Source: an optimization exercise on an open RTL-to-GDS flow (aim: small area and a short achievable clock period). Production flows keep margins and buffers that such runs may drop. The RTL was checked by simulation tests, not by an equivalence proof against the original design.

## config.mk

```make
export PLATFORM = sky130hd
export DESIGN_NAME = hsv2rgb_pipe
export DESIGN_NICKNAME = hsv2rgb_pipe
export VERILOG_FILES = /design/flow/design.v
export SDC_FILE = /design/flow/constraint.sdc
export NUM_CORES = 4
export LEC_CHECK = 0
export CAP_MARGIN = 20
export CORE_MARGIN = 2
export CORE_UTILIZATION = 40
export SLEW_MARGIN = 20
export SYNTH_HIERARCHICAL = 1
export SYNTH_MINIMUM_KEEP_SIZE = 0
```

## constraint.sdc

```tcl
create_clock -name core_clock -period 15.0 [get_ports {clk}]
set_input_delay 3.0000 -clock core_clock [delete_from_list [all_inputs] [get_ports {clk}]]
set_output_delay 3.0000 -clock core_clock [all_outputs]
set_load 0.01 [all_outputs]
```

## design.v

```verilog
module hsv_fa (input a, input b, input c, output s, output co);
    assign s = a ^ b ^ c;
    assign co = (a & b) | (c & (a ^ b));
endmodule
module hsv_ha (input a, input b, output s, output co);
    assign s = a ^ b;
    assign co = a & b;
endmodule
module hsv_han (input a, input b, output s, output co);
    assign s = ~(a ^ b);
    assign co = a | b;
endmodule
module hsv2rgb_pipe (
        input clk,
        input rst_n,
        input in_valid,
        input [7:0] h,
        input [7:0] s,
        input [7:0] v,
        output reg out_valid,
        output reg [7:0] r,
        output reg [7:0] g,
        output reg [7:0] b
    );
    reg vld0, vld1, vld2;
    reg [7:0] h0, s0, v0;
    wire [2:0] region = (h0 >= 8'd215) ? 3'd5 : (h0 >= 8'd172) ? 3'd4 :
                        (h0 >= 8'd129) ? 3'd3 : (h0 >= 8'd86) ? 3'd2 :
                        (h0 >= 8'd43) ? 3'd1 : 3'd0;
    wire [6:0] h3 = h0[6:0] + {h0[5:0], 1'b0};
    wire [6:0] k3 = h3 - {4'd0, region};
    wire even = ~region[0];
    wire [7:0] x_c = {k3 ^ {7{even}}, even};
    wire [2:0] sel_c = (s0 == 8'd0) ? 3'd7 : region;
    reg [2:0] sel1;
    reg [7:0] x1, s1;
    reg [7:0] nv1;       
    wire [7:0] u_c, p_c;
    wire mu_pp01 = s1[0] & x1[1];
    wire mu_pp02 = s1[0] & x1[2];
    wire mu_pp03 = s1[0] & x1[3];
    wire mu_pp04 = s1[0] & x1[4];
    wire mu_pp05 = s1[0] & x1[5];
    wire mu_pp06 = s1[0] & x1[6];
    wire mu_pp07 = s1[0] & x1[7];
    wire mu_pp10 = s1[1] & x1[0];
    wire mu_pp11 = s1[1] & x1[1];
    wire mu_pp12 = s1[1] & x1[2];
    wire mu_pp13 = s1[1] & x1[3];
    wire mu_pp14 = s1[1] & x1[4];
    wire mu_pp15 = s1[1] & x1[5];
    wire mu_pp16 = s1[1] & x1[6];
    wire mu_pp17 = s1[1] & x1[7];
    wire mu_pp20 = s1[2] & x1[0];
    wire mu_pp21 = s1[2] & x1[1];
    wire mu_pp22 = s1[2] & x1[2];
    wire mu_pp23 = s1[2] & x1[3];
    wire mu_pp24 = s1[2] & x1[4];
    wire mu_pp25 = s1[2] & x1[5];
    wire mu_pp26 = s1[2] & x1[6];
    wire mu_pp27 = s1[2] & x1[7];
    wire mu_pp30 = s1[3] & x1[0];
    wire mu_pp31 = s1[3] & x1[1];
    wire mu_pp32 = s1[3] & x1[2];
    wire mu_pp33 = s1[3] & x1[3];
    wire mu_pp34 = s1[3] & x1[4];
    wire mu_pp35 = s1[3] & x1[5];
    wire mu_pp36 = s1[3] & x1[6];
    wire mu_pp37 = s1[3] & x1[7];
    wire mu_pp40 = s1[4] & x1[0];
    wire mu_pp41 = s1[4] & x1[1];
    wire mu_pp42 = s1[4] & x1[2];
    wire mu_pp43 = s1[4] & x1[3];
    wire mu_pp44 = s1[4] & x1[4];
    wire mu_pp45 = s1[4] & x1[5];
    wire mu_pp46 = s1[4] & x1[6];
    wire mu_pp47 = s1[4] & x1[7];
    wire mu_pp50 = s1[5] & x1[0];
    wire mu_pp51 = s1[5] & x1[1];
    wire mu_pp52 = s1[5] & x1[2];
    wire mu_pp53 = s1[5] & x1[3];
    wire mu_pp54 = s1[5] & x1[4];
    wire mu_pp55 = s1[5] & x1[5];
    wire mu_pp56 = s1[5] & x1[6];
    wire mu_pp57 = s1[5] & x1[7];
    wire mu_pp60 = s1[6] & x1[0];
    wire mu_pp61 = s1[6] & x1[1];
    wire mu_pp62 = s1[6] & x1[2];
    wire mu_pp63 = s1[6] & x1[3];
    wire mu_pp64 = s1[6] & x1[4];
    wire mu_pp65 = s1[6] & x1[5];
    wire mu_pp66 = s1[6] & x1[6];
    wire mu_pp67 = s1[6] & x1[7];
    wire mu_pp70 = s1[7] & x1[0];
    wire mu_pp71 = s1[7] & x1[1];
    wire mu_pp72 = s1[7] & x1[2];
    wire mu_pp73 = s1[7] & x1[3];
    wire mu_pp74 = s1[7] & x1[4];
    wire mu_pp75 = s1[7] & x1[5];
    wire mu_pp76 = s1[7] & x1[6];
    wire mu_pp77 = s1[7] & x1[7];
    wire mu_t1, mu_t2;
    hsv_ha mu_t1_ha (.a(mu_pp06), .b(mu_pp15), .s(mu_t1), .co(mu_t2));
    wire mu_t3, mu_t4;
    hsv_fa mu_t3_fa (.a(mu_pp07), .b(mu_pp16), .c(mu_pp25), .s(mu_t3), .co(mu_t4));
    wire mu_t5, mu_t6;
    hsv_ha mu_t5_ha (.a(mu_pp34), .b(mu_pp43), .s(mu_t5), .co(mu_t6));
    wire mu_t7, mu_t8;
    hsv_fa mu_t7_fa (.a(mu_pp17), .b(mu_pp26), .c(mu_pp35), .s(mu_t7), .co(mu_t8));
    wire mu_t9, mu_t10;
    hsv_ha mu_t9_ha (.a(mu_pp44), .b(mu_pp53), .s(mu_t9), .co(mu_t10));
    wire mu_t11, mu_t12;
    hsv_fa mu_t11_fa (.a(mu_pp27), .b(mu_pp36), .c(mu_pp45), .s(mu_t11), .co(mu_t12));
    wire mu_t13, mu_t14;
    hsv_ha mu_t13_ha (.a(mu_pp04), .b(mu_pp13), .s(mu_t13), .co(mu_t14));
    wire mu_t15, mu_t16;
    hsv_fa mu_t15_fa (.a(mu_pp05), .b(mu_pp14), .c(mu_pp23), .s(mu_t15), .co(mu_t16));
    wire mu_t17, mu_t18;
    hsv_ha mu_t17_ha (.a(mu_pp32), .b(mu_pp41), .s(mu_t17), .co(mu_t18));
    wire mu_t19, mu_t20;
    hsv_fa mu_t19_fa (.a(mu_pp24), .b(mu_pp33), .c(mu_pp42), .s(mu_t19), .co(mu_t20));
    wire mu_t21, mu_t22;
    hsv_fa mu_t21_fa (.a(mu_pp51), .b(mu_pp60), .c(mu_t1), .s(mu_t21), .co(mu_t22));
    wire mu_t23, mu_t24;
    hsv_fa mu_t23_fa (.a(mu_pp52), .b(mu_pp61), .c(mu_pp70), .s(mu_t23), .co(mu_t24));
    wire mu_t25, mu_t26;
    hsv_fa mu_t25_fa (.a(mu_t2), .b(mu_t5), .c(mu_t3), .s(mu_t25), .co(mu_t26));
    wire mu_t27, mu_t28;
    hsv_fa mu_t27_fa (.a(mu_pp62), .b(mu_pp71), .c(mu_t6), .s(mu_t27), .co(mu_t28));
    wire mu_t29, mu_t30;
    hsv_fa mu_t29_fa (.a(mu_t9), .b(mu_t4), .c(mu_t7), .s(mu_t29), .co(mu_t30));
    wire mu_t31, mu_t32;
    hsv_fa mu_t31_fa (.a(mu_pp54), .b(mu_pp63), .c(mu_pp72), .s(mu_t31), .co(mu_t32));
    wire mu_t33, mu_t34;
    hsv_fa mu_t33_fa (.a(mu_t10), .b(mu_t8), .c(mu_t11), .s(mu_t33), .co(mu_t34));
    wire mu_t35, mu_t36;
    hsv_fa mu_t35_fa (.a(mu_pp37), .b(mu_pp46), .c(mu_pp55), .s(mu_t35), .co(mu_t36));
    wire mu_t37, mu_t38;
    hsv_fa mu_t37_fa (.a(mu_pp64), .b(mu_pp73), .c(mu_t12), .s(mu_t37), .co(mu_t38));
    wire mu_t39, mu_t40;
    hsv_fa mu_t39_fa (.a(mu_pp47), .b(mu_pp56), .c(mu_pp65), .s(mu_t39), .co(mu_t40));
    wire mu_t41, mu_t42;
    hsv_ha mu_t41_ha (.a(mu_pp03), .b(mu_pp12), .s(mu_t41), .co(mu_t42));
    wire mu_t43, mu_t44;
    hsv_fa mu_t43_fa (.a(mu_pp22), .b(mu_pp31), .c(mu_pp40), .s(mu_t43), .co(mu_t44));
    wire mu_t45, mu_t46;
    hsv_fa mu_t45_fa (.a(mu_pp50), .b(mu_t14), .c(mu_t17), .s(mu_t45), .co(mu_t46));
    wire mu_t47, mu_t48;
    hsv_fa mu_t47_fa (.a(mu_t18), .b(mu_t16), .c(mu_t19), .s(mu_t47), .co(mu_t48));
    wire mu_t49, mu_t50;
    hsv_fa mu_t49_fa (.a(mu_t20), .b(mu_t23), .c(mu_t22), .s(mu_t49), .co(mu_t50));
    wire mu_t51, mu_t52;
    hsv_fa mu_t51_fa (.a(mu_t24), .b(mu_t27), .c(mu_t26), .s(mu_t51), .co(mu_t52));
    wire mu_t53, mu_t54;
    hsv_fa mu_t53_fa (.a(mu_t31), .b(mu_t28), .c(mu_t30), .s(mu_t53), .co(mu_t54));
    wire mu_t55, mu_t56;
    hsv_fa mu_t55_fa (.a(mu_t32), .b(mu_t35), .c(mu_t37), .s(mu_t55), .co(mu_t56));
    wire mu_t57, mu_t58;
    hsv_fa mu_t57_fa (.a(mu_pp74), .b(mu_t36), .c(mu_t39), .s(mu_t57), .co(mu_t58));
    wire mu_t59, mu_t60;
    hsv_fa mu_t59_fa (.a(mu_pp57), .b(mu_pp66), .c(mu_pp75), .s(mu_t59), .co(mu_t60));
    wire mu_t61, mu_t62;
    hsv_ha mu_t61_ha (.a(mu_pp02), .b(mu_pp11), .s(mu_t61), .co(mu_t62));
    wire mu_t63, mu_t64;
    hsv_fa mu_t63_fa (.a(mu_pp21), .b(mu_pp30), .c(mu_t41), .s(mu_t63), .co(mu_t64));
    wire mu_t65, mu_t66;
    hsv_fa mu_t65_fa (.a(mu_t42), .b(mu_t13), .c(mu_t43), .s(mu_t65), .co(mu_t66));
    wire mu_t67, mu_t68;
    hsv_fa mu_t67_fa (.a(mu_t44), .b(mu_t15), .c(mu_t45), .s(mu_t67), .co(mu_t68));
    wire mu_t69, mu_t70;
    hsv_fa mu_t69_fa (.a(mu_t46), .b(mu_t21), .c(mu_t47), .s(mu_t69), .co(mu_t70));
    wire mu_t71, mu_t72;
    hsv_fa mu_t71_fa (.a(mu_t48), .b(mu_t25), .c(mu_t49), .s(mu_t71), .co(mu_t72));
    wire mu_t73, mu_t74;
    hsv_fa mu_t73_fa (.a(mu_t29), .b(mu_t50), .c(mu_t51), .s(mu_t73), .co(mu_t74));
    wire mu_t75, mu_t76;
    hsv_fa mu_t75_fa (.a(mu_t33), .b(mu_t52), .c(mu_t53), .s(mu_t75), .co(mu_t76));
    wire mu_t77, mu_t78;
    hsv_fa mu_t77_fa (.a(mu_t34), .b(mu_t55), .c(mu_t54), .s(mu_t77), .co(mu_t78));
    wire mu_t79, mu_t80;
    hsv_fa mu_t79_fa (.a(mu_t38), .b(mu_t57), .c(mu_t56), .s(mu_t79), .co(mu_t80));
    wire mu_t81, mu_t82;
    hsv_fa mu_t81_fa (.a(mu_t40), .b(mu_t59), .c(mu_t58), .s(mu_t81), .co(mu_t82));
    wire mu_t83, mu_t84;
    hsv_fa mu_t83_fa (.a(mu_pp67), .b(mu_pp76), .c(mu_t60), .s(mu_t83), .co(mu_t84));
    wire mu_c2 = mu_pp01 & mu_pp10;
    wire mu_c3 = (mu_t61 & mu_pp20) | (mu_c2 & (mu_t61 | mu_pp20));
    wire mu_c4 = (mu_t62 & mu_t63) | (mu_c3 & (mu_t62 | mu_t63));
    wire mu_c5 = (mu_t64 & mu_t65) | (mu_c4 & (mu_t64 | mu_t65));
    wire [10:0] mu_ra = {1'b0, mu_t84, mu_t82, mu_t80, mu_t78, mu_t76, mu_t74, mu_t72, mu_t70, mu_t68, mu_t66};
    wire [10:0] mu_rb = {1'b0, mu_pp77, mu_t83, mu_t81, mu_t79, mu_t77, mu_t75, mu_t73, mu_t71, mu_t69, mu_t67};
    wire [10:0] mu_sum = mu_ra + mu_rb + {10'd0, mu_c5};
    assign u_c = mu_sum[10:3];
    wire mp_pp01 = ~(nv1[0] | s1[1]);
    wire mp_pp02 = ~(nv1[0] | s1[2]);
    wire mp_pp03 = ~(nv1[0] | s1[3]);
    wire mp_pp04 = ~(nv1[0] | s1[4]);
    wire mp_pp05 = ~(nv1[0] | s1[5]);
    wire mp_pp06 = ~(nv1[0] | s1[6]);
    wire mp_pp07 = ~(nv1[0] | s1[7]);
    wire mp_pp10 = ~(nv1[1] | s1[0]);
    wire mp_pp11 = ~(nv1[1] | s1[1]);
    wire mp_pp12 = ~(nv1[1] | s1[2]);
    wire mp_pp13 = ~(nv1[1] | s1[3]);
    wire mp_pp14 = ~(nv1[1] | s1[4]);
    wire mp_pp15 = ~(nv1[1] | s1[5]);
    wire mp_pp16 = ~(nv1[1] | s1[6]);
    wire mp_pp17 = ~(nv1[1] | s1[7]);
    wire mp_pp20 = ~(nv1[2] | s1[0]);
    wire mp_pp21 = ~(nv1[2] | s1[1]);
    wire mp_pp22 = ~(nv1[2] | s1[2]);
    wire mp_pp23 = ~(nv1[2] | s1[3]);
    wire mp_pp24 = ~(nv1[2] | s1[4]);
    wire mp_pp25 = ~(nv1[2] | s1[5]);
    wire mp_pp26 = ~(nv1[2] | s1[6]);
    wire mp_pp27 = ~(nv1[2] | s1[7]);
    wire mp_pp30 = ~(nv1[3] | s1[0]);
    wire mp_pp31 = ~(nv1[3] | s1[1]);
    wire mp_pp32 = ~(nv1[3] | s1[2]);
    wire mp_pp33 = ~(nv1[3] | s1[3]);
    wire mp_pp34 = ~(nv1[3] | s1[4]);
    wire mp_pp35 = ~(nv1[3] | s1[5]);
    wire mp_pp36 = ~(nv1[3] | s1[6]);
    wire mp_pp37 = ~(nv1[3] | s1[7]);
    wire mp_pp40 = ~(nv1[4] | s1[0]);
    wire mp_pp41 = ~(nv1[4] | s1[1]);
    wire mp_pp42 = ~(nv1[4] | s1[2]);
    wire mp_pp43 = ~(nv1[4] | s1[3]);
    wire mp_pp44 = ~(nv1[4] | s1[4]);
    wire mp_pp45 = ~(nv1[4] | s1[5]);
    wire mp_pp46 = ~(nv1[4] | s1[6]);
    wire mp_pp47 = ~(nv1[4] | s1[7]);
    wire mp_pp50 = ~(nv1[5] | s1[0]);
    wire mp_pp51 = ~(nv1[5] | s1[1]);
    wire mp_pp52 = ~(nv1[5] | s1[2]);
    wire mp_pp53 = ~(nv1[5] | s1[3]);
    wire mp_pp54 = ~(nv1[5] | s1[4]);
    wire mp_pp55 = ~(nv1[5] | s1[5]);
    wire mp_pp56 = ~(nv1[5] | s1[6]);
    wire mp_pp57 = ~(nv1[5] | s1[7]);
    wire mp_pp60 = ~(nv1[6] | s1[0]);
    wire mp_pp61 = ~(nv1[6] | s1[1]);
    wire mp_pp62 = ~(nv1[6] | s1[2]);
    wire mp_pp63 = ~(nv1[6] | s1[3]);
    wire mp_pp64 = ~(nv1[6] | s1[4]);
    wire mp_pp65 = ~(nv1[6] | s1[5]);
    wire mp_pp66 = ~(nv1[6] | s1[6]);
    wire mp_pp67 = ~(nv1[6] | s1[7]);
    wire mp_pp70 = ~(nv1[7] | s1[0]);
    wire mp_pp71 = ~(nv1[7] | s1[1]);
    wire mp_pp72 = ~(nv1[7] | s1[2]);
    wire mp_pp73 = ~(nv1[7] | s1[3]);
    wire mp_pp74 = ~(nv1[7] | s1[4]);
    wire mp_pp75 = ~(nv1[7] | s1[5]);
    wire mp_pp76 = ~(nv1[7] | s1[6]);
    wire mp_pp77 = ~(nv1[7] | s1[7]);
    wire mp_t1, mp_t2;
    hsv_ha mp_t1_ha (.a(mp_pp06), .b(mp_pp15), .s(mp_t1), .co(mp_t2));
    wire mp_t3, mp_t4;
    hsv_fa mp_t3_fa (.a(mp_pp07), .b(mp_pp16), .c(mp_pp25), .s(mp_t3), .co(mp_t4));
    wire mp_t5, mp_t6;
    hsv_ha mp_t5_ha (.a(mp_pp34), .b(mp_pp43), .s(mp_t5), .co(mp_t6));
    wire mp_t7, mp_t8;
    hsv_fa mp_t7_fa (.a(mp_pp17), .b(mp_pp26), .c(mp_pp35), .s(mp_t7), .co(mp_t8));
    wire mp_t9, mp_t10;
    hsv_ha mp_t9_ha (.a(mp_pp44), .b(mp_pp53), .s(mp_t9), .co(mp_t10));
    wire mp_t11, mp_t12;
    hsv_fa mp_t11_fa (.a(mp_pp27), .b(mp_pp36), .c(mp_pp45), .s(mp_t11), .co(mp_t12));
    wire mp_t13, mp_t14;
    hsv_ha mp_t13_ha (.a(mp_pp04), .b(mp_pp13), .s(mp_t13), .co(mp_t14));
    wire mp_t15, mp_t16;
    hsv_fa mp_t15_fa (.a(mp_pp05), .b(mp_pp14), .c(mp_pp23), .s(mp_t15), .co(mp_t16));
    wire mp_t17, mp_t18;
    hsv_ha mp_t17_ha (.a(mp_pp32), .b(mp_pp41), .s(mp_t17), .co(mp_t18));
    wire mp_t19, mp_t20;
    hsv_fa mp_t19_fa (.a(mp_pp24), .b(mp_pp33), .c(mp_pp42), .s(mp_t19), .co(mp_t20));
    wire mp_t21, mp_t22;
    hsv_fa mp_t21_fa (.a(mp_pp51), .b(mp_pp60), .c(mp_t1), .s(mp_t21), .co(mp_t22));
    wire mp_t23, mp_t24;
    hsv_fa mp_t23_fa (.a(mp_pp52), .b(mp_pp61), .c(mp_pp70), .s(mp_t23), .co(mp_t24));
    wire mp_t25, mp_t26;
    hsv_fa mp_t25_fa (.a(mp_t2), .b(mp_t5), .c(mp_t3), .s(mp_t25), .co(mp_t26));
    wire mp_t27, mp_t28;
    hsv_fa mp_t27_fa (.a(mp_pp62), .b(mp_pp71), .c(mp_t6), .s(mp_t27), .co(mp_t28));
    wire mp_t29, mp_t30;
    hsv_fa mp_t29_fa (.a(mp_t9), .b(mp_t4), .c(mp_t7), .s(mp_t29), .co(mp_t30));
    wire mp_t31, mp_t32;
    hsv_fa mp_t31_fa (.a(mp_pp54), .b(mp_pp63), .c(mp_pp72), .s(mp_t31), .co(mp_t32));
    wire mp_t33, mp_t34;
    hsv_fa mp_t33_fa (.a(mp_t10), .b(mp_t8), .c(mp_t11), .s(mp_t33), .co(mp_t34));
    wire mp_t35, mp_t36;
    hsv_fa mp_t35_fa (.a(mp_pp37), .b(mp_pp46), .c(mp_pp55), .s(mp_t35), .co(mp_t36));
    wire mp_t37, mp_t38;
    hsv_fa mp_t37_fa (.a(mp_pp64), .b(mp_pp73), .c(mp_t12), .s(mp_t37), .co(mp_t38));
    wire mp_t39, mp_t40;
    hsv_fa mp_t39_fa (.a(mp_pp47), .b(mp_pp56), .c(mp_pp65), .s(mp_t39), .co(mp_t40));
    wire mp_t41, mp_t42;
    hsv_ha mp_t41_ha (.a(mp_pp03), .b(mp_pp12), .s(mp_t41), .co(mp_t42));
    wire mp_t43, mp_t44;
    hsv_fa mp_t43_fa (.a(mp_pp22), .b(mp_pp31), .c(mp_pp40), .s(mp_t43), .co(mp_t44));
    wire mp_t45, mp_t46;
    hsv_fa mp_t45_fa (.a(mp_pp50), .b(mp_t14), .c(mp_t17), .s(mp_t45), .co(mp_t46));
    wire mp_t47, mp_t48;
    hsv_fa mp_t47_fa (.a(mp_t18), .b(mp_t16), .c(mp_t19), .s(mp_t47), .co(mp_t48));
    wire mp_t49, mp_t50;
    hsv_fa mp_t49_fa (.a(mp_t20), .b(mp_t23), .c(mp_t22), .s(mp_t49), .co(mp_t50));
    wire mp_t51, mp_t52;
    hsv_fa mp_t51_fa (.a(mp_t24), .b(mp_t27), .c(mp_t26), .s(mp_t51), .co(mp_t52));
    wire mp_t53, mp_t54;
    hsv_fa mp_t53_fa (.a(mp_t31), .b(mp_t28), .c(mp_t30), .s(mp_t53), .co(mp_t54));
    wire mp_t55, mp_t56;
    hsv_fa mp_t55_fa (.a(mp_t32), .b(mp_t35), .c(mp_t37), .s(mp_t55), .co(mp_t56));
    wire mp_t57, mp_t58;
    hsv_fa mp_t57_fa (.a(mp_pp74), .b(mp_t36), .c(mp_t39), .s(mp_t57), .co(mp_t58));
    wire mp_t59, mp_t60;
    hsv_fa mp_t59_fa (.a(mp_pp57), .b(mp_pp66), .c(mp_pp75), .s(mp_t59), .co(mp_t60));
    wire mp_t61, mp_t62;
    hsv_ha mp_t61_ha (.a(mp_pp02), .b(mp_pp11), .s(mp_t61), .co(mp_t62));
    wire mp_t63, mp_t64;
    hsv_fa mp_t63_fa (.a(mp_pp21), .b(mp_pp30), .c(mp_t41), .s(mp_t63), .co(mp_t64));
    wire mp_t65, mp_t66;
    hsv_fa mp_t65_fa (.a(mp_t42), .b(mp_t13), .c(mp_t43), .s(mp_t65), .co(mp_t66));
    wire mp_t67, mp_t68;
    hsv_fa mp_t67_fa (.a(mp_t44), .b(mp_t15), .c(mp_t45), .s(mp_t67), .co(mp_t68));
    wire mp_t69, mp_t70;
    hsv_fa mp_t69_fa (.a(mp_t46), .b(mp_t21), .c(mp_t47), .s(mp_t69), .co(mp_t70));
    wire mp_t71, mp_t72;
    hsv_fa mp_t71_fa (.a(mp_t48), .b(mp_t25), .c(mp_t49), .s(mp_t71), .co(mp_t72));
    wire mp_t73, mp_t74;
    hsv_fa mp_t73_fa (.a(mp_t29), .b(mp_t50), .c(mp_t51), .s(mp_t73), .co(mp_t74));
    wire mp_t75, mp_t76;
    hsv_fa mp_t75_fa (.a(mp_t33), .b(mp_t52), .c(mp_t53), .s(mp_t75), .co(mp_t76));
    wire mp_t77, mp_t78;
    hsv_fa mp_t77_fa (.a(mp_t34), .b(mp_t55), .c(mp_t54), .s(mp_t77), .co(mp_t78));
    wire mp_t79, mp_t80;
    hsv_fa mp_t79_fa (.a(mp_t38), .b(mp_t57), .c(mp_t56), .s(mp_t79), .co(mp_t80));
    wire mp_t81, mp_t82;
    hsv_fa mp_t81_fa (.a(mp_t40), .b(mp_t59), .c(mp_t58), .s(mp_t81), .co(mp_t82));
    wire mp_t83, mp_t84;
    hsv_fa mp_t83_fa (.a(mp_pp67), .b(mp_pp76), .c(mp_t60), .s(mp_t83), .co(mp_t84));
    wire mp_c2 = mp_pp01 & mp_pp10;
    wire mp_c3 = (mp_t61 & mp_pp20) | (mp_c2 & (mp_t61 | mp_pp20));
    wire mp_c4 = (mp_t62 & mp_t63) | (mp_c3 & (mp_t62 | mp_t63));
    wire mp_c5 = (mp_t64 & mp_t65) | (mp_c4 & (mp_t64 | mp_t65));
    wire [10:0] mp_ra = {1'b0, mp_t84, mp_t82, mp_t80, mp_t78, mp_t76, mp_t74, mp_t72, mp_t70, mp_t68, mp_t66};
    wire [10:0] mp_rb = {1'b0, mp_pp77, mp_t83, mp_t81, mp_t79, mp_t77, mp_t75, mp_t73, mp_t71, mp_t69, mp_t67};
    wire [10:0] mp_sum = mp_ra + mp_rb + {10'd0, mp_c5};
    assign p_c = mp_sum[10:3];
    reg [2:0] sel2;
    reg [7:0] u2, p2;
    reg [7:0] nv2;       
    wire [7:0] w_c;
    wire mw_pp01 = ~(nv2[0] | u2[1]);
    wire mw_pp02 = ~(nv2[0] | u2[2]);
    wire mw_pp03 = ~(nv2[0] | u2[3]);
    wire mw_pp04 = ~(nv2[0] | u2[4]);
    wire mw_pp05 = ~(nv2[0] | u2[5]);
    wire mw_pp06 = ~(nv2[0] | u2[6]);
    wire mw_pp07 = ~(nv2[0] | u2[7]);
    wire mw_pp10 = ~(nv2[1] | u2[0]);
    wire mw_pp11 = ~(nv2[1] | u2[1]);
    wire mw_pp12 = ~(nv2[1] | u2[2]);
    wire mw_pp13 = ~(nv2[1] | u2[3]);
    wire mw_pp14 = ~(nv2[1] | u2[4]);
    wire mw_pp15 = ~(nv2[1] | u2[5]);
    wire mw_pp16 = ~(nv2[1] | u2[6]);
    wire mw_pp17 = ~(nv2[1] | u2[7]);
    wire mw_pp20 = ~(nv2[2] | u2[0]);
    wire mw_pp21 = ~(nv2[2] | u2[1]);
    wire mw_pp22 = ~(nv2[2] | u2[2]);
    wire mw_pp23 = ~(nv2[2] | u2[3]);
    wire mw_pp24 = ~(nv2[2] | u2[4]);
    wire mw_pp25 = ~(nv2[2] | u2[5]);
    wire mw_pp26 = ~(nv2[2] | u2[6]);
    wire mw_pp27 = ~(nv2[2] | u2[7]);
    wire mw_pp30 = ~(nv2[3] | u2[0]);
    wire mw_pp31 = ~(nv2[3] | u2[1]);
    wire mw_pp32 = ~(nv2[3] | u2[2]);
    wire mw_pp33 = ~(nv2[3] | u2[3]);
    wire mw_pp34 = ~(nv2[3] | u2[4]);
    wire mw_pp35 = ~(nv2[3] | u2[5]);
    wire mw_pp36 = ~(nv2[3] | u2[6]);
    wire mw_pp37 = ~(nv2[3] | u2[7]);
    wire mw_pp40 = ~(nv2[4] | u2[0]);
    wire mw_pp41 = ~(nv2[4] | u2[1]);
    wire mw_pp42 = ~(nv2[4] | u2[2]);
    wire mw_pp43 = ~(nv2[4] | u2[3]);
    wire mw_pp44 = ~(nv2[4] | u2[4]);
    wire mw_pp45 = ~(nv2[4] | u2[5]);
    wire mw_pp46 = ~(nv2[4] | u2[6]);
    wire mw_pp47 = ~(nv2[4] | u2[7]);
    wire mw_pp50 = ~(nv2[5] | u2[0]);
    wire mw_pp51 = ~(nv2[5] | u2[1]);
    wire mw_pp52 = ~(nv2[5] | u2[2]);
    wire mw_pp53 = ~(nv2[5] | u2[3]);
    wire mw_pp54 = ~(nv2[5] | u2[4]);
    wire mw_pp55 = ~(nv2[5] | u2[5]);
    wire mw_pp56 = ~(nv2[5] | u2[6]);
    wire mw_pp57 = ~(nv2[5] | u2[7]);
    wire mw_pp60 = ~(nv2[6] | u2[0]);
    wire mw_pp61 = ~(nv2[6] | u2[1]);
    wire mw_pp62 = ~(nv2[6] | u2[2]);
    wire mw_pp63 = ~(nv2[6] | u2[3]);
    wire mw_pp64 = ~(nv2[6] | u2[4]);
    wire mw_pp65 = ~(nv2[6] | u2[5]);
    wire mw_pp66 = ~(nv2[6] | u2[6]);
    wire mw_pp67 = ~(nv2[6] | u2[7]);
    wire mw_pp70 = ~(nv2[7] | u2[0]);
    wire mw_pp71 = ~(nv2[7] | u2[1]);
    wire mw_pp72 = ~(nv2[7] | u2[2]);
    wire mw_pp73 = ~(nv2[7] | u2[3]);
    wire mw_pp74 = ~(nv2[7] | u2[4]);
    wire mw_pp75 = ~(nv2[7] | u2[5]);
    wire mw_pp76 = ~(nv2[7] | u2[6]);
    wire mw_pp77 = ~(nv2[7] | u2[7]);
    wire mw_t1, mw_t2;
    hsv_ha mw_t1_ha (.a(mw_pp06), .b(mw_pp15), .s(mw_t1), .co(mw_t2));
    wire mw_t3, mw_t4;
    hsv_fa mw_t3_fa (.a(mw_pp07), .b(mw_pp16), .c(mw_pp25), .s(mw_t3), .co(mw_t4));
    wire mw_t5, mw_t6;
    hsv_ha mw_t5_ha (.a(mw_pp34), .b(mw_pp43), .s(mw_t5), .co(mw_t6));
    wire mw_t7, mw_t8;
    hsv_fa mw_t7_fa (.a(mw_pp17), .b(mw_pp26), .c(mw_pp35), .s(mw_t7), .co(mw_t8));
    wire mw_t9, mw_t10;
    hsv_ha mw_t9_ha (.a(mw_pp44), .b(mw_pp53), .s(mw_t9), .co(mw_t10));
    wire mw_t11, mw_t12;
    hsv_fa mw_t11_fa (.a(mw_pp27), .b(mw_pp36), .c(mw_pp45), .s(mw_t11), .co(mw_t12));
    wire mw_t13, mw_t14;
    hsv_ha mw_t13_ha (.a(mw_pp04), .b(mw_pp13), .s(mw_t13), .co(mw_t14));
    wire mw_t15, mw_t16;
    hsv_fa mw_t15_fa (.a(mw_pp05), .b(mw_pp14), .c(mw_pp23), .s(mw_t15), .co(mw_t16));
    wire mw_t17, mw_t18;
    hsv_ha mw_t17_ha (.a(mw_pp32), .b(mw_pp41), .s(mw_t17), .co(mw_t18));
    wire mw_t19, mw_t20;
    hsv_fa mw_t19_fa (.a(mw_pp24), .b(mw_pp33), .c(mw_pp42), .s(mw_t19), .co(mw_t20));
    wire mw_t21, mw_t22;
    hsv_fa mw_t21_fa (.a(mw_pp51), .b(mw_pp60), .c(mw_t1), .s(mw_t21), .co(mw_t22));
    wire mw_t23, mw_t24;
    hsv_fa mw_t23_fa (.a(mw_pp52), .b(mw_pp61), .c(mw_pp70), .s(mw_t23), .co(mw_t24));
    wire mw_t25, mw_t26;
    hsv_fa mw_t25_fa (.a(mw_t2), .b(mw_t5), .c(mw_t3), .s(mw_t25), .co(mw_t26));
    wire mw_t27, mw_t28;
    hsv_fa mw_t27_fa (.a(mw_pp62), .b(mw_pp71), .c(mw_t6), .s(mw_t27), .co(mw_t28));
    wire mw_t29, mw_t30;
    hsv_fa mw_t29_fa (.a(mw_t9), .b(mw_t4), .c(mw_t7), .s(mw_t29), .co(mw_t30));
    wire mw_t31, mw_t32;
    hsv_fa mw_t31_fa (.a(mw_pp54), .b(mw_pp63), .c(mw_pp72), .s(mw_t31), .co(mw_t32));
    wire mw_t33, mw_t34;
    hsv_fa mw_t33_fa (.a(mw_t10), .b(mw_t8), .c(mw_t11), .s(mw_t33), .co(mw_t34));
    wire mw_t35, mw_t36;
    hsv_fa mw_t35_fa (.a(mw_pp37), .b(mw_pp46), .c(mw_pp55), .s(mw_t35), .co(mw_t36));
    wire mw_t37, mw_t38;
    hsv_fa mw_t37_fa (.a(mw_pp64), .b(mw_pp73), .c(mw_t12), .s(mw_t37), .co(mw_t38));
    wire mw_t39, mw_t40;
    hsv_fa mw_t39_fa (.a(mw_pp47), .b(mw_pp56), .c(mw_pp65), .s(mw_t39), .co(mw_t40));
    wire mw_t41, mw_t42;
    hsv_ha mw_t41_ha (.a(mw_pp03), .b(mw_pp12), .s(mw_t41), .co(mw_t42));
    wire mw_t43, mw_t44;
    hsv_fa mw_t43_fa (.a(mw_pp22), .b(mw_pp31), .c(mw_pp40), .s(mw_t43), .co(mw_t44));
    wire mw_t45, mw_t46;
    hsv_fa mw_t45_fa (.a(mw_pp50), .b(mw_t14), .c(mw_t17), .s(mw_t45), .co(mw_t46));
    wire mw_t47, mw_t48;
    hsv_fa mw_t47_fa (.a(mw_t18), .b(mw_t16), .c(mw_t19), .s(mw_t47), .co(mw_t48));
    wire mw_t49, mw_t50;
    hsv_fa mw_t49_fa (.a(mw_t20), .b(mw_t23), .c(mw_t22), .s(mw_t49), .co(mw_t50));
    wire mw_t51, mw_t52;
    hsv_fa mw_t51_fa (.a(mw_t24), .b(mw_t27), .c(mw_t26), .s(mw_t51), .co(mw_t52));
    wire mw_t53, mw_t54;
    hsv_fa mw_t53_fa (.a(mw_t31), .b(mw_t28), .c(mw_t30), .s(mw_t53), .co(mw_t54));
    wire mw_t55, mw_t56;
    hsv_fa mw_t55_fa (.a(mw_t32), .b(mw_t35), .c(mw_t37), .s(mw_t55), .co(mw_t56));
    wire mw_t57, mw_t58;
    hsv_fa mw_t57_fa (.a(mw_pp74), .b(mw_t36), .c(mw_t39), .s(mw_t57), .co(mw_t58));
    wire mw_t59, mw_t60;
    hsv_fa mw_t59_fa (.a(mw_pp57), .b(mw_pp66), .c(mw_pp75), .s(mw_t59), .co(mw_t60));
    wire mw_t61, mw_t62;
    hsv_ha mw_t61_ha (.a(mw_pp02), .b(mw_pp11), .s(mw_t61), .co(mw_t62));
    wire mw_t63, mw_t64;
    hsv_fa mw_t63_fa (.a(mw_pp21), .b(mw_pp30), .c(mw_t41), .s(mw_t63), .co(mw_t64));
    wire mw_t65, mw_t66;
    hsv_fa mw_t65_fa (.a(mw_t42), .b(mw_t13), .c(mw_t43), .s(mw_t65), .co(mw_t66));
    wire mw_t67, mw_t68;
    hsv_fa mw_t67_fa (.a(mw_t44), .b(mw_t15), .c(mw_t45), .s(mw_t67), .co(mw_t68));
    wire mw_t69, mw_t70;
    hsv_fa mw_t69_fa (.a(mw_t46), .b(mw_t21), .c(mw_t47), .s(mw_t69), .co(mw_t70));
    wire mw_t71, mw_t72;
    hsv_fa mw_t71_fa (.a(mw_t48), .b(mw_t25), .c(mw_t49), .s(mw_t71), .co(mw_t72));
    wire mw_t73, mw_t74;
    hsv_fa mw_t73_fa (.a(mw_t29), .b(mw_t50), .c(mw_t51), .s(mw_t73), .co(mw_t74));
    wire mw_t75, mw_t76;
    hsv_fa mw_t75_fa (.a(mw_t33), .b(mw_t52), .c(mw_t53), .s(mw_t75), .co(mw_t76));
    wire mw_t77, mw_t78;
    hsv_fa mw_t77_fa (.a(mw_t34), .b(mw_t55), .c(mw_t54), .s(mw_t77), .co(mw_t78));
    wire mw_t79, mw_t80;
    hsv_fa mw_t79_fa (.a(mw_t38), .b(mw_t57), .c(mw_t56), .s(mw_t79), .co(mw_t80));
    wire mw_t81, mw_t82;
    hsv_fa mw_t81_fa (.a(mw_t40), .b(mw_t59), .c(mw_t58), .s(mw_t81), .co(mw_t82));
    wire mw_t83, mw_t84;
    hsv_fa mw_t83_fa (.a(mw_pp67), .b(mw_pp76), .c(mw_t60), .s(mw_t83), .co(mw_t84));
    wire mw_c2 = mw_pp01 & mw_pp10;
    wire mw_c3 = (mw_t61 & mw_pp20) | (mw_c2 & (mw_t61 | mw_pp20));
    wire mw_c4 = (mw_t62 & mw_t63) | (mw_c3 & (mw_t62 | mw_t63));
    wire mw_c5 = (mw_t64 & mw_t65) | (mw_c4 & (mw_t64 | mw_t65));
    wire [10:0] mw_ra = {1'b0, mw_t84, mw_t82, mw_t80, mw_t78, mw_t76, mw_t74, mw_t72, mw_t70, mw_t68, mw_t66};
    wire [10:0] mw_rb = {1'b0, mw_pp77, mw_t83, mw_t81, mw_t79, mw_t77, mw_t75, mw_t73, mw_t71, mw_t69, mw_t67};
    wire [10:0] mw_sum = mw_ra + mw_rb + {10'd0, mw_c5};
    assign w_c = mw_sum[10:3];
    reg [2:0] wsel;
    reg [2:0] vsel;
    always @* begin
        case (sel2)
            3'd0: begin wsel = 3'b010; vsel = 3'b100; end
            3'd1: begin wsel = 3'b100; vsel = 3'b010; end
            3'd2: begin wsel = 3'b001; vsel = 3'b010; end
            3'd3: begin wsel = 3'b010; vsel = 3'b001; end
            3'd4: begin wsel = 3'b100; vsel = 3'b001; end
            3'd5: begin wsel = 3'b001; vsel = 3'b100; end
            default: begin wsel = 3'b000; vsel = 3'b111; end
        endcase
    end
    wire [7:0] v2 = ~nv2;
    wire [7:0] r_n = vsel[2] ? v2 : p2;
    wire [7:0] g_n = vsel[1] ? v2 : p2;
    wire [7:0] b_n = vsel[0] ? v2 : p2;
    always @(posedge clk or negedge rst_n) begin
        if (!rst_n) begin
            vld0 <= 1'b0;
            vld1 <= 1'b0;
            vld2 <= 1'b0;
            out_valid <= 1'b0;
        end else begin
            vld0 <= in_valid;
            vld1 <= vld0;
            vld2 <= vld1;
            out_valid <= vld2;
        end
    end
    always @(posedge clk) begin
        h0 <= h;
        s0 <= s;
        v0 <= v;
        sel1 <= sel_c;
        x1 <= x_c;
        s1 <= s0;
        nv1 <= ~v0;
        sel2 <= sel1;
        u2 <= u_c;
        p2 <= p_c;
        nv2 <= nv1;
        r <= wsel[2] ? w_c : r_n;
        g <= wsel[1] ? w_c : g_n;
        b <= wsel[0] ? w_c : b_n;
    end
endmodule
```

## flow/run.sh

```bash
#!/bin/bash
set -euo pipefail
export BUFFER_PORTS_ARGS="-buffer_cell sky130_fd_sc_hd__buf_1"
bash standard.sh SETUP_SLACK_MARGIN=11.2 finish > standard.log 2>&1
```

## standard.sh

```bash
#!/bin/bash
# synth_recipe.tcl (not shown) runs the flow's synth.tcl, then flattens the netlist and writes it again
# the make line also repeats each setting of config.mk as NAME=value (left out here)
make -C /OpenROAD-flow-scripts/flow DESIGN_CONFIG=/design/flow/config.mk WORK_HOME=/design/flow/orfs CLKGATE_MAP_FILE= SYNTH_SCRIPT=/design/flow/synth_recipe.tcl "${@:-finish}"
```

==> reports/metrics.csv, run 1 <==
metric,value,unit
TritonCTS Sinks,106,
post-DP HPWL,13.7,mm
final hold slack,0.323,ns
fin nets,1104,
"CTS clk-pin slew, worst paths",0.08,ns
synthesized area,0.00804,mm^2
buffers and inverters on the worst path,1,
first-pass GRT wire length,30.5,mm
Hold Path Class,register to register,
GR Util met3,2.38,%
syn_area_per_cell,9.79,um^2
vias in the first global route,6111,
Filler Cells Inserted,1842,
clk latency of the worst-skew pair,0.35,ns
Worst Setup SP,out_valid,
drt pass-1 iters,4,
clock skew,0.00665,ns
DP Worst Slack,10.68,ns
CTS tree,built,
clock tree buffer depth,2,
grt met1 use,23.9,%
Fin Setup TNS,0,ns
M2 GR Usage,29.8,%
outcome,"complete, no violations",
Seq cells post-synth,106,
Fmax achieved,0.260,GHz
Synth async-reset ratio,3.77,%
Crit Path Max Fanout,1,
Slew @ Worst Pin,0.830,ns
cell count after synthesis,821,
share of layout cells above drive strength 1,22.7,%
max capacitance violation total,0,
crit path DAT,0.84,ns
Routed Antenna Nets,0,
die footprint,0.0212,mm^2
Total Routing Usage GR,17.6,%
vias per cell,5.11,
final critical-path setup slack,11.16,ns
P&R area growth vs syn,21.1,%
root buffer cell,clkbuf_16,
Die H,146,um
Post-Layout Cell Count,1170,
post-synthesis sequential area ratio,26.6,%
CP Launch Type,register,
Critical-path top delay cell,dfrtp_1,
Vias,5984,
Final Hold Violating Endpoints,0,
Crit Reg-Reg Startpoint,nv2[4],
Critical Path Max Stage Delay,0.37,ns
Post-Route WL,18.5,mm
Final Setup Violations,0,
critical path class,register to primary output,
busiest grt layer,met2,
crit share post-route,25.6,%
Initial Util,41.0,%
Initial DRC Count,349,
GPL Wtd Cong,0.843,
Synthesis Warnings,7,
Worst slew margin,44.5,%
I/O pins,52,
RSZ-0062 raised after global routing,yes,
Avg WL per Cell,15.8,um
number of antenna violations at the first check in global routing,0,
post-cts hold buffer count,0,
DR DRC count,0,
"Req. time, crit path",12.00,ns
"EDFF count, synth",0,
"CP delay by family, top",flip-flops,
# port buffers,51,
FP Rows,51,
Hold Crit Start,sel1[0],
CP Cell Sequence,clkbuf_2,
Worst Setup End Kind,primary output,
CTS buffer count,9,
Clock H-tree levels,3,
Slew Limit Fails,0,
largest net degree at the start of global routing,21,
dpl cells,1102,
minimum clock period,3.84,ns
Cell variety after synth,60,
Synth Flop Type,dfxtp_1,
Die X,146,um
Diodes inserted,0,
area of the core,0.0196,mm^2
"Net Count, Synth",1025,
"Remaining Overflow, GRT",0,
==> cell usage in the layout, fill, tap and decap left out, drive strengths merged, types with 3 or more instances in the layout <==
cell type	synthesis	final
nand2	30	30
dfxtp	102	102
o21bai	4	4
nand2b	4	4
nor2	162	162
dfrtp	4	4
o211ai	3	3
a211oi	19	19
fa	108	108
nor2b	8	8
buf	3	107
nand3	5	5
o22ai	5	5
o21ai	18	18
ha	69	69
and2	61	61
nor3	14	14
and3	3	3
xor2	9	9
clkbuf	39	11
nand4	5	5
xnor2	14	14
o21a	8	8
o31ai	3	3
a21o	11	11
inv	33	37
a2111oi	5	5
o31a	2	3
a21oi	35	35
nor4	3	3
==> through the flow <==
stage	area (um^2)	util, %
6_report	9730	49.7
3_5_place_dp	8520	43.5
5_1_grt	9730	49.7
4_1_cts	9300	47.4
3_3_place_gp	8520	43.5
2_1_floorplan	8180	-
==> final cells by class <==
type	instances	area, um^2	share of cell area (%)
inverters	33	124	1.27
clock inverters	7	93.8	0.964
flip-flops and latches	106	2240	23.0
repair buffers	109	746	7.66
multi-input cells	641	5970	61.3
clock buffers	9	225	2.31
well taps	265	332	3.41
==> final timing paths <==
check,end,slack (ns),cells after the start
worst min-delay path,sel2[0],0.32,0
worst min register to register,sel2[0],0.32,0
min in group asynchronous,vld0,2.46,1
max in group asynchronous,out_valid,12.36,1
worst max register to register,b[6],11.16,12
worst max-delay path,out_valid,11.16,1
==> modules after synthesis (local to each module, per instance) <==
| module | area (um^2) | cells | flip-flops and latches |
|---|---|---|---|
| hsv2rgb_pipe | 5670 | 695 | 106 |
| hsv_fa | 20.0 | 1 | 0 |
| hsv_ha | 12.5 | 1 | 0 |
==> sequential cells by signal (all words and copies together) (netlist names), 3 cells and up <==
signal / flops
nv1: 8
x1: 8
b: 8
sel1: 3
sel2: 3
h0: 8
v0: 8
s1: 8
u2: 8
p2: 8
nv2: 8
s0: 8
g: 8
r: 8
==> Yosys cell counts (3+ instances only) <==
cell | number | area, um^2
clkbuf_1 | 39 | 146
o21a_1 | 8 | 60.1
nor2_1 | 162 | 608
nand3_1 | 5 | 25.0
ha_1 | 69 | 863
a2111oi_0 | 3 | 26.3
nand2b_1 | 4 | 25.0
nor2b_1 | 8 | 50.1
a21o_1 | 11 | 82.6
xor2_1 | 9 | 78.8
inv_1 | 33 | 124
nor3_1 | 14 | 70.1
o31ai_1 | 3 | 22.5
nor4_1 | 3 | 18.8
nand4_1 | 5 | 31.3
dfrtp_1 | 4 | 100
a21oi_1 | 35 | 175
a211oi_1 | 19 | 143
o22ai_1 | 5 | 31.3
o21ai_0 | 16 | 80.1
and2_1 | 61 | 382
o21bai_1 | 4 | 30.0
and3_1 | 3 | 18.8
xnor2_1 | 14 | 123
dfxtp_1 | 102 | 2040
nand2_1 | 30 | 113
fa_1 | 108 | 2160
==> routing by layer <==
metal  vias up  part of all wire, %
met1      2949                   47
met5         -                    0
li1       2902                    -
met3        22                  3.1
met4         0                  1.6
met2       111                   48
==> timing repair <==
| action | CTS | global route |
|---|---|---|
| gates resized for setup | 84 | 69 |
| cloned | 1 | 0 |
| buffers inserted | 29 | 22 |
| pin swaps | 11 | 36 |
| setup endpoints to repair | 56 | 56 |
==> kinds of logic after synthesis <==
| kind of cell | count (synthesis) | share of synthesized area (%) |
|---|---|---|
| buffers and inverters | 75 | 3.66 |
| adders and majority gates | 177 | 37.6 |
| DFF | 106 | 26.6 |
| and+or+nand+nor | 303 | 17.5 |
| xor gates and xnor gates | 23 | 2.51 |
| AOI/OAI and AO/OA | 135 | 11.8 |
| muxes | 2 | 0.249 |
==> run 2: changes to the inputs <==
==> flow/run.sh (replaced) <==
#!/bin/bash
set -euo pipefail
export BUFFER_PORTS_ARGS="-buffer_cell sky130_fd_sc_hd__buf_1"
bash standard.sh SETUP_SLACK_MARGIN=10.95 finish > standard.log 2>&1
==> run 2 against run 1 <==
Against the previous run: largest cell class unchanged; flip-flop and latch count did not move; synthesized cell count did not move; hold slack improved by 0.021 ns; still clean on timing, DRC and antenna; die area did not move.
==> reports/metrics.csv, run 2 <==
metric,value,unit,change
outcome,"complete, no violations",,
post-synth top area cell,fa_1,,
"Net Count, Synth",1025,,unchanged
Final Hold Violating Endpoints,0,,unchanged
Post-Layout Cell Count,1124,,-3.9%
post-synthesis sequential area ratio,26.6,%,unchanged
fin nets,1058,,-4.2%
"EDFF count, synth",0,,unchanged
RSZ-0062 raised after global routing,yes,,
Yosys top cell area share,26.9,%,unchanged
Hold Path Class,register to register,,
share of layout cells above drive strength 1,8.73,%,-14 points
TritonCTS Sinks,106,,unchanged
Initial DRC Count,415,,+19%
Crit Path Max Fanout,8,,+7
Initial Util,41.0,%,unchanged
CTS tree,built,,
DP Worst Slack,10.68,ns,+0.000100 ns
most frequent cell after synthesis,nor2_1,,
Slew @ Worst Pin,0.895,ns,+0.0647 ns
vias per cell,5.14,,+0.40%
Vias,5772,,-3.5%
dpl cells,1099,,-0.27%
clock skew,0.0101,ns,+0.00342 ns
area of the core,0.0196,mm^2,unchanged
Filler Cells Inserted,1900,,+3.1%
CP Launch Type,register,,
Routed Antenna Nets,0,,unchanged
first-pass GRT wire length,29.7,mm,-2.4%
CTS buffer count,9,,unchanged
die footprint,0.0212,mm^2,unchanged
critical path class,register to register,,
Crit Reg-Reg Startpoint,u2[4],,
Fin Setup TNS,0,ns,unchanged
Cell variety after synth,60,,unchanged
most frequent cells in the layout,"nor2_1 (159), fa_1 (107), dfxtp_1 (81)",,
Total Routing Usage GR,17.2,%,-0.37 points
Final Setup Violations,0,,unchanged
minimum clock period,3.90,ns,+0.0572 ns
syn_area_per_cell,9.79,um^2,unchanged
"Remaining Overflow, GRT",0,,unchanged
# port buffers,51,,unchanged
P&R area growth vs syn,11.6,%,
crit path DAT,4.13,ns,+3.29 ns
cell count after synthesis,821,,unchanged
largest net degree at the start of global routing,23,,+9.5%
max capacitance violation total,0,,unchanged
Slew Limit Fails,0,,unchanged
Seq cells post-synth,106,,unchanged
Clock H-tree levels,3,,unchanged
Worst slew margin,40.2,%,-4.3 points
synthesized area,0.00804,mm^2,unchanged
FP Rows,51,,unchanged
post-DP HPWL,13.4,mm,-2.4%
Worst Setup SP,u2[4],,
Synth Flop Type,dfxtp_1,,
"CTS clk-pin slew, worst paths",0.08,ns,about the same
final critical-path setup slack,11.10,ns,-0.0572 ns
Hold Crit Start,s0[3],,
DR DRC count,0,,unchanged
Worst Setup End Kind,register,,
I/O pins,52,,unchanged
Avg WL per Cell,15.5,um,-2.0%
Synthesis Warnings,7,,unchanged
clk latency of the worst-skew pair,0.36,ns,about the same
Die H,146,um,unchanged
GPL Wtd Cong,0.895,,+6.2%
clock tree buffer depth,2,,unchanged
largest cells by area after synthesis,"fa_1 (27%), dfxtp_1 (25%), ha_1 (11%)",,
Post-Route WL,17.4,mm,-5.9%
Synth async-reset ratio,3.77,%,unchanged
vias in the first global route,5968,,-2.3%
post-cts hold buffer count,0,,unchanged
Synth top cells by count,"nor2_1 (162), fa_1 (108), dfxtp_1 (102), ha_1 (69), and2_1 (61)",,
root buffer cell,clkbuf_16,,
Fmax achieved,0.257,GHz,-1.5%
Diodes inserted,0,,unchanged
"Req. time, crit path",15.23,ns,+3.23 ns
drt pass-1 iters,5,,+1
crit share post-route,26.0,%,+0.38 points
"most common cell after layout, fill and taps aside",nor2_1,,
number of antenna violations at the first check in global routing,0,,unchanged
Die X,146,um,unchanged
final hold slack,0.344,ns,+0.0208 ns
-- run 2: logic make-up (layout without fill, tap and decap cells) --
family          after synthesis  count (layout)  synth area share [%]
buf+inv                      75             113                  3.66
compound gates              135             135                  11.8
simple gates                303             303                  17.5
fa+ha+maj                   177             177                  37.6
flops                       106             106                  26.6
mux                           2               2                 0.249
xor+xnor                     23              23                  2.51
-- run 2: layout make-up --
cell class	instances	area, um^2	share of cell area (%)
Clock buffer	9	225	2.51
Multi-Input combinational cell	640	5700	63.6
Timing Repair Buffer	64	302	3.36
Clock inverter	7	86.3	0.962
Sequential cell	106	2200	24.5
Inverter	33	124	1.38
Tap cell	265	332	3.70
-- run 2: what timing repair did --
action                                  in CTS  in global routing
endpoints found under the setup margin      25                 26
resized for setup                           26                 28
pin swaps                                    0                  4
setup buffers                                0                  9
-- run 2: final timing paths --
path | cells past startpoint | endpoint | slack, ns
worst max-delay path | 11 | r[4] | 11.10
worst min-delay path | 0 | s1[3] | 0.34
worst max register to register | 11 | r[4] | 11.10
worst min register to register | 0 | s1[3] | 0.34
max in group asynchronous | 1 | vld2 | 12.37
min in group asynchronous | 1 | vld0 | 2.45
-- run 2: routing by layer --
metal  global-route usage, %  up-vias  share of wire (%)
met5                       0        -                  0
met4                    4.56        0                1.7
met3                    3.17       22                3.8
met2                    28.1      132                 46
met1                    23.7     2817                 48
li1                        -     2801                  -
-- run 2: through the flow --
step,instance area [um^2],util (%)
2_1_floorplan,8050,-
3_3_place_gp,8430,43.0
3_5_place_dp,8430,43.0
4_1_cts,8790,44.9
5_1_grt,8970,45.8
6_report,8970,45.8
-- run 2: critical path: stages (launching register included) --
cell and delay (ns):
dfxtp_1 0.52, nor2_1 0.11, fa_1 0.57, fa_1 0.45, fa_1 0.45, ha_1 0.24
a211oi_1 0.19, nand2_1 0.13, o221ai_2 0.33, o211ai_2 0.20, and4_1 0.22, nor3_1 0.37
-- run 2: per-module statistics from Yosys (local to each module, per instance) --
module | cells inside | copies in the design | flip-flops and latches | cell area, um^2
hsv2rgb_pipe | 695 | 1 | 106 | 5670
hsv_ha | 1 | 21 | 0 | 12.5
hsv_fa | 1 | 105 | 0 | 20.0
==> run 3: changes to the inputs <==
--- a/config.mk
+++ b/config.mk
@@ -5,9 +5,11 @@
 export SDC_FILE = /design/flow/constraint.sdc
 export NUM_CORES = 4
 export LEC_CHECK = 0
+export ABC_AREA = 1
 export CAP_MARGIN = 20
 export CORE_MARGIN = 2
 export CORE_UTILIZATION = 40
+export PLACE_DENSITY = 0.8
 export SLEW_MARGIN = 20
 export SYNTH_HIERARCHICAL = 1
 export SYNTH_MINIMUM_KEEP_SIZE = 0
==> run 3 against run 2 <==
Against the previous run: clock skew shrank 0.0017 ns; hold slack got worse by 0.0041 ns; highest routed layer unchanged; first-iteration DRC count grew 39%; non-clock buffer count decreased by 13; flip-flop and latch count did not move.
==> reports/metrics.csv, run 3 <==
metric,value,unit,change
outcome,"complete, no violations",,
Routed Antenna Nets,0,,unchanged
clk latency of the worst-skew pair,0.36,ns,about the same
Fin Setup TNS,0,ns,unchanged
number of antenna violations at the first check in global routing,0,,unchanged
Seq cells post-synth,106,,unchanged
Hold Crit Start,s0[6],,
Final Hold Violating Endpoints,0,,unchanged
share of layout cells above drive strength 1,6.00,%,-2.7 points
Synth top cells by count,"nand2_1 (206), nor2_1 (144), inv_1 (122), fa_1 (108), dfxtp_1 (102)",,
GPL Wtd Cong,0.905,,+1.1%
Filler Cells Inserted,1898,,-0.11%
"most common cell after layout, fill and taps aside",nand2_1,,
vias per cell,4.95,,-3.6%
Finished Cell Area,0.00893,mm^2,-0.39%
"CP delay by family, top",adder cells,,
Synth async-reset ratio,3.77,%,unchanged
post-synthesis sequential area ratio,25.9,%,-0.70 points
Worst Setup End Kind,register,,
hold path cells,0,,unchanged
Initial DRC Count,576,,+39%
cell count after synthesis,979,,+19%
CP Cell Sequence,nor2_1 > fa_1 > fa_1 > fa_1 > fa_1 > ha_1 > nand2_1 > nor2_1 > a211oi_1 > nand2_4 > nand2_2 > nand2_2 > xor2_2 > nand2_1 > o21ai_0,,
Cell variety after synth,38,,-37%
DR DRC count,0,,unchanged
Total Routing Usage GR,16.3,%,-0.92 points
"Net Count, Synth",1183,,+15%
CTS tree,built,,
Slew Limit Fails,0,,unchanged
final critical-path setup slack,11.15,ns,+0.0433 ns
CP dominant cell by count,fa_1,,
WHS Endpoint,s1[6],,
Die X,148,um,+1.3%
CP Launch Type,register,,
Reg-to-Reg End,g[4],,
synthesized area,0.00826,mm^2,+2.7%
clock skew,0.00835,ns,-0.00171 ns
flop-to-flop setup slack,11.15,ns,+0.04 ns
buffers and inverters on the worst path,0,,unchanged
largest cells by area after synthesis,"fa_1 (26%), dfxtp_1 (25%), ha_1 (10%)",,
crit share post-route,25.7,%,-0.29 points
FP Rows,52,,+2.0%
max capacitance violation total,0,,unchanged
Critical-path top delay cell,fa_1,,
Synth Flop Type,dfxtp_1,,
worst reg2reg path depth,15,,+4
Crit Reg-Reg Startpoint,nv2[2],,
"Req. time, crit path",15.22,ns,about the same
Final Setup Violations,0,,unchanged
Post-Layout Cell Count,1270,,+13%
P&R area growth vs syn,8.21,%,
RSZ-0062 raised after global routing,no,,
post-DP HPWL,13.5,mm,+0.99%
Fmax achieved,0.259,GHz,+1.1%
most frequent cells in the layout,"nand2_1 (206), nor2_1 (144), inv_1 (122)",,
Yosys top cell area share,26.2,%,-0.71 points
TritonCTS Sinks,106,,unchanged
Synthesis Warnings,7,,unchanged
minimum clock period,3.85,ns,-0.0433 ns
die footprint,0.0218,mm^2,+2.6%
vias in the first global route,6462,,+8.3%
dpl cells,1254,,+14%
Post-Route WL,16.9,mm,-2.8%
root buffer cell,clkbuf_16,,
CTS buffer count,9,,unchanged
Hold Path Class,register to register,,
Diodes inserted,0,,unchanged
fin nets,1199,,+13%
Worst slew margin,55.8,%,+16 points
Slew @ Worst Pin,0.662,ns,-0.233 ns
"Remaining Overflow, GRT",0,,unchanged
most frequent cell after synthesis,nand2_1,,
Critical Path Max Stage Delay,0.51,ns,-0.06 ns
crit path DAT,4.08,ns,-0.05 ns
critical path class,register to register,,
Finished Core Util,44.2,%,-1.6 points
post-synth top area cell,fa_1,,
DP Worst Slack,11.03,ns,+0.352 ns
clock tree buffer depth,2,,unchanged
drt pass-1 iters,6,,+1
first-pass GRT wire length,29.1,mm,-2.2%
# port buffers,51,,unchanged
I/O pins,52,,unchanged
Clock H-tree levels,3,,unchanged
area of the core,0.0202,mm^2,+3.3%
Die H,148,um,+1.3%
"CTS clk-pin slew, worst paths",0.08,ns,about the same
Avg WL per Cell,13.3,um,-14%
Crit Path Max Fanout,11,,+3
Initial Util,40.8,%,-0.23 points
syn_area_per_cell,8.43,um^2,-14%
largest net degree at the start of global routing,24,,+4.3%
placed inst area,0.00860,mm^2,+2.0%
"EDFF count, synth",0,,unchanged
Vias,6286,,+8.9%
[run 3: cell type report]
type | count | area, um^2 | share of cell area [%]
Clock buffer | 9 | 225 | 2.52
Clock inverter | 7 | 91.3 | 1.02
Inverter | 128 | 480 | 5.38
Multi-Input combinational cell | 699 | 5450 | 61.0
Sequential cell | 106 | 2160 | 24.2
Tap cell | 270 | 338 | 3.78
Timing Repair Buffer | 51 | 191 | 2.14
[run 3: per-module statistics from Yosys (local to each module, per instance)]
module        flip-flops and latches  cells
hsv2rgb_pipe                     106    853
hsv_fa                             0      1
hsv_ha                             0      1
[run 3: through the flow]
stage               hold WS [ns]
floorplan                  0.310
global placement           0.334
detailed placement         0.338
CTS                        0.349
global route               0.352
finish                     0.340
[run 3: cell families after synthesis]
family | Yosys count | synth area share [%]
fa+ha+maj | 177 | 36.6
simple gates | 402 | 19.5
compound gates | 95 | 6.85
buf+inv | 174 | 8.09
xor+xnor | 25 | 2.92
flops | 106 | 25.9
[run 3: worst register-to-register path, cell delays in order, from the launching register on]
cell and delay, ns:
dfxtp_2 0.46, nor2_1 0.10, fa_1 0.47, fa_1 0.40
fa_1 0.51, fa_1 0.41, ha_1 0.36, nand2_1 0.11
nor2_1 0.05, a211oi_1 0.31, nand2_4 0.11, nand2_2 0.07
nand2_2 0.05, xor2_2 0.16, nand2_1 0.06, o21ai_0 0.07
[run 3: per-layer routing]
layer / part of all wire [%] / wire length [um] / vias up / GRT usage (%)
met5: 0 / 0 / - / 0
met4: 1.2 / 195 / 0 / 4.33
met3: 7.3 / 1240 / 19 / 3.15
met2: 48 / 8210 / 246 / 28.3
met1: 43 / 7290 / 2990 / 20.9
li1: - / - / 3031 / -
[run 3: worst max-delay path by stage]
| stage | depth (start not counted) | end | start |
|---|---|---|---|
| CTS | 15 | g[4] | nv2[2] |
| global placement | 15 | g[4] | nv2[2] |
| detailed placement | 15 | g[4] | nv2[2] |
| finish | 15 | g[4] | nv2[2] |
| floorplan | 16 | g[4] | nv2[2] |
| global route | 15 | u2[7] | s1[4] |
[run 3: what timing repair did]
action,CTS,global route
hold buffers,0,0
gates resized for setup,0,16
endpoints found under the setup margin,0,19
setup buffers,0,0
==> run 4: changes to the inputs <==
--- a/config.mk
+++ b/config.mk
@@ -9,7 +9,6 @@
 export CAP_MARGIN = 20
 export CORE_MARGIN = 2
 export CORE_UTILIZATION = 40
-export PLACE_DENSITY = 0.8
 export SLEW_MARGIN = 20
 export SYNTH_HIERARCHICAL = 1
 export SYNTH_MINIMUM_KEEP_SIZE = 0
==> run 4 against run 3 <==
Against the previous run: sequential share of layout area about the same; flip-flop and latch count unchanged; routed wire length increased by 2.5%; utilization decreased by 0.056 points; die area unchanged; fmax increased by 0.24%; count of clock-buffer cells in the layout unchanged; first-iteration DRC count decreased by 43%; largest cell class unchanged; final cell count unchanged; non-clock buffer count unchanged; clock skew decreased by 0.0017 ns.
==> reports/metrics.csv, run 4 <==
metric,value,unit,change
Critical-path top delay cell,dfrtp_1,,
"CTS clk-pin slew, worst paths",0.08,ns,about the same
DR DRC count,0,,unchanged
vias in the first global route,6147,,-4.9%
Die H,148,um,unchanged
Synth async-reset ratio,3.77,%,unchanged
root buffer cell,clkbuf_16,,
crit path DAT,0.85,ns,-3.23 ns
Worst Setup End Kind,primary output,,
post-CTS setup buffers,0,,unchanged
I/O pins,52,,unchanged
largest cells by area after synthesis,"fa_1 (26%), dfxtp_1 (25%), ha_1 (10%)",,
CP Cell Sequence,buf_1,,
Synthesis Warnings,7,,unchanged
final hold slack,0.341,ns,+0.00122 ns
"Remaining Overflow, GRT",0,,unchanged
Avg WL per Cell,13.7,um,+2.5%
"EDFF count, synth",0,,unchanged
"Req. time, crit path",12.00,ns,-3.22 ns
# port buffers,51,,unchanged
Routed Antenna Nets,0,,unchanged
post-synthesis sequential area ratio,25.9,%,unchanged
share of layout cells above drive strength 1,6.20,%,+0.20 points
Finished Core Util,44.1,%,-0.056 points
Crit Path Max Fanout,1,,-10
Yosys top cell area share,26.2,%,unchanged
max capacitance violation total,0,,unchanged
Vias,6054,,-3.7%
drt pass-1 iters,5,,-1
post-DP HPWL,13.8,mm,+1.5%
Post-Route WL,17.3,mm,+2.5%
Initial DRC Count,328,,-43%
CP Launch Type,register,,
most frequent cell after synthesis,nand2_1,,
Total Routing Usage GR,17.1,%,+0.79 points
outcome,"complete, no violations",,
critical path class,register to primary output,,
GPL Wtd Cong,0.855,,-5.6%
area of the multi-input gates,0.00546,mm^2,+0.16%
Slew Limit Fails,0,,unchanged
die footprint,0.0218,mm^2,unchanged
Hold Path Class,register to register,,
Post-Layout Cell Count,1270,,unchanged
area of the core,0.0202,mm^2,unchanged
Reg area,0.00216,mm^2,unchanged
Fmax achieved,0.260,GHz,+0.24%
Die X,148,um,unchanged
first-pass GRT wire length,30.0,mm,+3.1%
CTS buffer count,9,,unchanged
Final Setup Violations,0,,unchanged
Clock H-tree levels,3,,unchanged
clock tree buffer depth,2,,unchanged
RSZ-0062 raised after global routing,yes,,
syn_area_per_cell,8.43,um^2,unchanged
Fin Setup TNS,0,ns,unchanged
Cell variety after synth,38,,unchanged
number of antenna violations at the first check in global routing,0,,unchanged
Seq cells post-synth,106,,unchanged
Initial Util,40.8,%,unchanged
Synth top cells by count,"nand2_1 (206), nor2_1 (144), inv_1 (122), fa_1 (108), dfxtp_1 (102)",,
Slew @ Worst Pin,0.644,ns,-0.0175 ns
most frequent cells in the layout,"nand2_1 (206), nor2_1 (144), inv_1 (122)",,
dpl cells,1254,,unchanged
"CP delay by family, top",flip-flops,,
Synth Flop Type,dfxtp_1,,
"Net Count, Synth",1183,,unchanged
clock skew,0.00662,ns,-0.00173 ns
Worst slew margin,57.0,%,+1.2 points
clk latency of the worst-skew pair,0.36,ns,about the same
post-synth top area cell,fa_1,,
synthesized area,0.00826,mm^2,unchanged
Diodes inserted,0,,unchanged
TritonCTS Sinks,106,,unchanged
crit share post-route,25.6,%,-0.061 points
minimum clock period,3.85,ns,-0.00910 ns
cell count after synthesis,979,,unchanged
"most common cell after layout, fill and taps aside",nand2_1,,
vias per cell,4.77,,-3.7%
fin nets,1199,,unchanged
Final Hold Violating Endpoints,0,,unchanged
buffers and inverters on the worst path,1,,+1
CTS tree,built,,
FP Rows,52,,unchanged
Filler Cells Inserted,1992,,+5.0%
P&R area growth vs syn,8.08,%,
Critical Path Max Stage Delay,0.37,ns,-0.14 ns
largest net degree at the start of global routing,21,,-13%
==> run 4: Yosys stat by module, one instance, submodules excluded <==
module / cells / times used / flops+latches / cell area, um^2
hsv2rgb_pipe: 853 / 1 / 106 / 5890
hsv_fa: 1 / 105 / 0 / 20.0
hsv_ha: 1 / 21 / 0 / 12.5
==> run 4: per-stage QoR <==
stage	setup WS, ns	cell area (um^2)
after floorplan	11.15	8260
after global placement	11.06	8600
after detailed placement	10.93	8600
after CTS	10.97	8900
after global routing	10.92	8920
final	11.15	8920
==> run 4: repair_timing <==
item                       4_1_cts  5_1_grt
hold endpoints to repair         0        0
gates resized for setup          3       15
hold buffers                     0        0
setup endpoints to repair        4       23
==> run 4: cell type report <==
| type | count | share of cell area [%] |
|---|---|---|
| repair buffers | 51 | 2.15 |
| flip-flops and latches | 106 | 24.2 |
| clock buffers | 9 | 2.52 |
| multi-input cells | 699 | 61.1 |
| well taps | 270 | 3.79 |
| inverters | 128 | 5.38 |
| clock inverters | 7 | 0.799 |
==> run 4: path summary, 6_finish.rpt <==
kind | from | slack (ns) | cells after the start | to
max | out_valid | 11.15 | 1 | out_valid
min | s0[6] | 0.34 | 0 | s1[6]
max reg2reg | u2[5] | 11.17 | 15 | g[4]
min reg2reg | s0[6] | 0.34 | 0 | s1[6]
max in group asynchronous | rst_n | 12.37 | 1 | vld0
min in group asynchronous | rst_n | 2.46 | 1 | vld1
==> run 4: logic make-up (layout without fill, tap and decap cells) <==
| family | after synthesis | after routing | share of synthesized area [%] |
|---|---|---|---|
| adder cells (fa/ha/maj) | 177 | 177 | 36.6 |
| buffers and inverters | 174 | 195 | 8.09 |
| flip-flops | 106 | 106 | 25.9 |
| AO/OA/AOI/OAI | 95 | 95 | 6.85 |
| XOR/XNOR | 25 | 25 | 2.92 |
| AND/OR/NAND/NOR | 402 | 402 | 19.5 |
==> run 4: layer usage <==
| layer | vias to the layer above | track usage (%) | wire [um] |
|---|---|---|---|
| li1 | 3026 | - | - |
| met4 | 0 | 3.89 | 173 |
| met1 | 2866 | 23.1 | 8240 |
| met3 | 14 | 2.90 | 769 |
| met5 | - | 0 | 0 |
| met2 | 148 | 28.9 | 8170 |

static timing again, ports no longer ideal:
The flow's constraints put no driver on any port. The routed layouts listed below were extracted and timed again, unchanged, in two steps. Step 1 (the two cells are an assumption about what drives the block):
set clk [get_ports {clk}]
set_driving_cell -lib_cell sky130_fd_sc_hd__clkbuf_16 $clk
set_driving_cell -lib_cell sky130_fd_sc_hd__buf_2 [delete_from_list [all_inputs] $clk]
Step 2 also shifts input and output timing later by t, the mid clock arrival at the registers, as if the neighbouring blocks saw the same clock. Three values: ideal, step 1, step 2; two values: the first two.
run	t, ns	setup slack, ns	hold WS [ns]	slew at the worst register clock pin (ns)	worst data-port slew with drivers (ns)
run 1	0.392	11.159 / 11.115 / 11.160	0.323 / 0.323 / 0.323	0.08 / 0.08	0.04
run 2	0.400	11.102 / 11.083 / 11.102	0.344 / 0.344 / 0.344	0.08 / 0.08	0.03
run 3	0.396	11.145 / 11.111 / 11.145	0.340 / 0.340 / 0.340	0.08 / 0.08	0.04
run 4	0.397	11.154 / 11.110 / 11.172	0.341 / 0.341 / 0.341	0.08 / 0.08	0.03
After both steps setup and hold are still met in every run listed.
